Source: an optimization exercise on an open RTL-to-GDS flow (aim: small area, a short achievable clock period and few clock cycles). Production flows keep margins and buffers that such runs may drop. Only simulation tests tie the RTL to the original design; equivalence was not proved.

// DCT
module DCT(
	input                     clk,
	input                     rst_n,
	input                     in_valid,
	input  signed       [7:0] in_data,
	output logic              out_valid,
	output logic signed [9:0] out_data
);
function [35:0] csa;
	input [17:0] a, b, c;
	reg [17:0] s, k;
	begin
		s = a ^ b ^ c;
		k = (a & b) | (a & c) | (b & c);
		csa = {k[16:0], 1'b0, s};
	end
endfunction
function [17:0] padd;
	input [17:0] a, b;
	input        cin;
	reg [17:0] p, g, gg, pp, c;
	integer d, i;
	begin
		p = a ^ b;
		g = a & b;
		g[0] = g[0] | (p[0] & cin);
		gg = g;
		pp = p;
		for (d = 1; d < 18; d = d * 2)
			for (i = 17; i >= d; i = i - 1) begin
				gg[i] = gg[i] | (pp[i] & gg[i-d]);
				pp[i] = pp[i] & pp[i-d];
			end
		c = {gg[16:0], cin};
		padd = p ^ c;
	end
endfunction
function [17:0] padds;
	input [17:0] a, b;
	input        cin;
	reg [17:0] p, g, gg, pp, c;
	integer l, i, m;
	begin
		p = a ^ b;
		g = a & b;
		g[0] = g[0] | (p[0] & cin);
		gg = g;
		pp = p;
		for (l = 0; l < 5; l = l + 1)
			for (i = 0; i < 18; i = i + 1)
				if ((i >> l) & 1) begin
					m = ((i >> l) << l) - 1;
					gg[i] = gg[i] | (pp[i] & gg[m]);
					pp[i] = pp[i] & pp[m];
				end
		c = {gg[16:0], cin};
		padds = p ^ c;
	end
  ...
For scale: ~330 flip-flops, roughly 22 I/O pins, ~17000 sq um of cells after synthesis.
export LEC_CHECK = 0
export ABC_AREA = 1
export CAP_MARGIN = 20
export CORE_MARGIN = 2
export CORE_UTILIZATION = 60
export CTS_CLUSTER_DIAMETER = 100
export CTS_CLUSTER_SIZE = 30
export SLEW_MARGIN = 20
create_clock -name core_clock -period 10.5 [get_ports {clk}]
standard.sh (not shown) runs the stock make flow with config.mk's settings and CLKGATE_MAP_FILE= SYNTH_SCRIPT=/design/flow/synth_recipe.tcl, a recipe that flattens the netlist after the stock synthesis.
==> flow/flow/run.sh <==
#!/bin/bash
# Layout: the standard flow (standard.sh, all steps), except that the
# buffers ORFS puts on the input and output ports are buf_2 cells
# (buffer_ports -buffer_cell), and timing repair aims for 7.4 ns of setup slack.
# make's full output goes to flow.log here; each step's own log is under orfs/logs/.
set -euo pipefail
export BUFFER_PORTS_ARGS="-buffer_cell sky130_fd_sc_hd__buf_2"
export SETUP_SLACK_MARGIN=7.4
bash standard.sh > flow.log 2>&1
Testbench counts at the start, summed over its fixed seeds: cycles 8,704.
Change:
--- a/flow/flow/run.sh
+++ b/flow/flow/run.sh
@@ -4 +4 @@
-# (buffer_ports -buffer_cell), and timing repair aims for 7.4 ns of setup slack.
+# (buffer_ports -buffer_cell) instead of its default choice.
@@ -8 +7,0 @@
-export SETUP_SLACK_MARGIN=7.4
Settings changed: ABC_AREA 1 to unset.
Effect: The new run produced a clean layout; register-to-register slack loses 210 ps; worst setup slack got worse by 95 ps; area after synthesis is lower by 2.2%.
Change:
--- a/flow/flow/run.sh
+++ b/flow/flow/run.sh
@@ -4 +4 @@
-# (buffer_ports -buffer_cell) instead of its default choice.
+# (buffer_ports -buffer_cell), and timing repair aims for 7.4 ns of setup slack.
@@ -7,0 +8 @@
+export SETUP_SLACK_MARGIN=7.4
The changed run produced a clean layout.
Via count hardly moves.
Routed wire length went up by 0.49%.

* * *

before:
DCT, a different RTL version from the one above (not shown whole).
For scale: about 1400 cells after synthesis, about 320 flip-flops, roughly 22 I/O pins, ~0.016 sq mm of cells after synthesis.
Design DCT, start of the top module:
module DCT(
	input                     clk,
	input                     rst_n,
	input                     in_valid,
	input  signed       [7:0] in_data,
	output logic              out_valid,
	output logic signed [9:0] out_data
);
clock: 10.5 ns
lec_check: 0
cap_margin: 20
core_margin: 2
core_utilization: 60
cts_cluster_diameter: 100
cts_cluster_size: 30
slew_margin: 20
==> flow/flow/run.sh <==
#!/bin/bash
# Layout: the standard flow (standard.sh, all steps), except that the
# buffers ORFS puts on the input and output ports are buf_2 cells
# (buffer_ports -buffer_cell), timing repair aims for 7.4 ns of setup slack,
# and the clock tree puts no buffers at its branching points.
# make's full output goes to flow.log here; each step's own log is under orfs/logs/.
set -euo pipefail
export BUFFER_PORTS_ARGS="-buffer_cell sky130_fd_sc_hd__buf_2"
export SETUP_SLACK_MARGIN=7.4
export CTS_ARGS="-sink_clustering_enable -repair_clock_nets -sink_clustering_size 30 -sink_clustering_max_diameter 100 -branching_point_buffers_distance 10000 -distance_between_buffers 10000"
bash standard.sh > flow.log 2>&1
Testbench counts of before, summed over its fixed seeds: cycles 8,704.
> inputs changed (before -> after)
==> flow/flow/run.sh <==
#!/bin/bash
# Layout: the standard flow (standard.sh, all steps), except that the
# buffers ORFS puts on the input and output ports are buf_2 cells
# (buffer_ports -buffer_cell), and timing repair aims for 7.4 ns of setup slack.
# make's full output goes to flow.log here; each step's own log is under orfs/logs/.
set -euo pipefail
export BUFFER_PORTS_ARGS="-buffer_cell sky130_fd_sc_hd__buf_2"
export SETUP_SLACK_MARGIN=7.4
bash standard.sh > flow.log 2>&1
--- a/flow/config.mk
+++ b/flow/config.mk
@@ -9,5 +9,6 @@
 export CORE_MARGIN = 2
 export CORE_UTILIZATION = 60
-export CTS_CLUSTER_DIAMETER = 100
-export CTS_CLUSTER_SIZE = 30
+export CTS_BUF_LIST = sky130_fd_sc_hd__clkbuf_8
+export CTS_CLUSTER_DIAMETER = 60
+export CTS_CLUSTER_SIZE = 20
 export SLEW_MARGIN = 20
Results
- Sort after and before by met3 global-route usage asc -> top: before
- Worst setup skew after layout: after worse than before
- Of after and before, the lower global-route usage belongs to before.
- When after is set beside before, its least setup slack across all paths after layout turns out to be 0.059 ns smaller.

separate check: timing with driven ports:
The results above use ideal ports. As a check the final layouts listed here were re-extracted and re-timed, cells and wires unchanged. Step 1 sets driving cells, clkbuf_16 on the clock port and buf_2 on the other inputs (assumed; they add their load-dependent delay and slew). Step 2 times the ports against the registers' clock, not the clock port: input delays grow and output delays shrink by t, the midpoint of the rising clock arrivals with the driver on. Slacks: ideal / step 1 / step 2; pairs: ideal / step 1.
| run | shift t [ns] | setup slack, ns | clock arrival spread, ns | cell pins on the clock port's net |
|---|---|---|---|---|
| the first run of note 1 | 0.553 | 7.391 / 7.343 / 7.513 | 0.042 / 0.042 | 1 |
| the second run of note 1 | 0.560 | 7.296 / 7.296 / 7.296 | 0.028 / 0.027 | 1 |
| the third run of note 1 | 0.562 | 7.375 / 7.327 / 7.534 | 0.024 / 0.025 | 1 |
| before | 0.546 | 7.404 / 7.355 / 7.544 | 0.013 / 0.013 | 1 |
| after | 0.603 | 7.345 / 7.301 / 7.508 | 0.023 / 0.023 | 1 |
After both steps setup and hold are still met in every run listed.
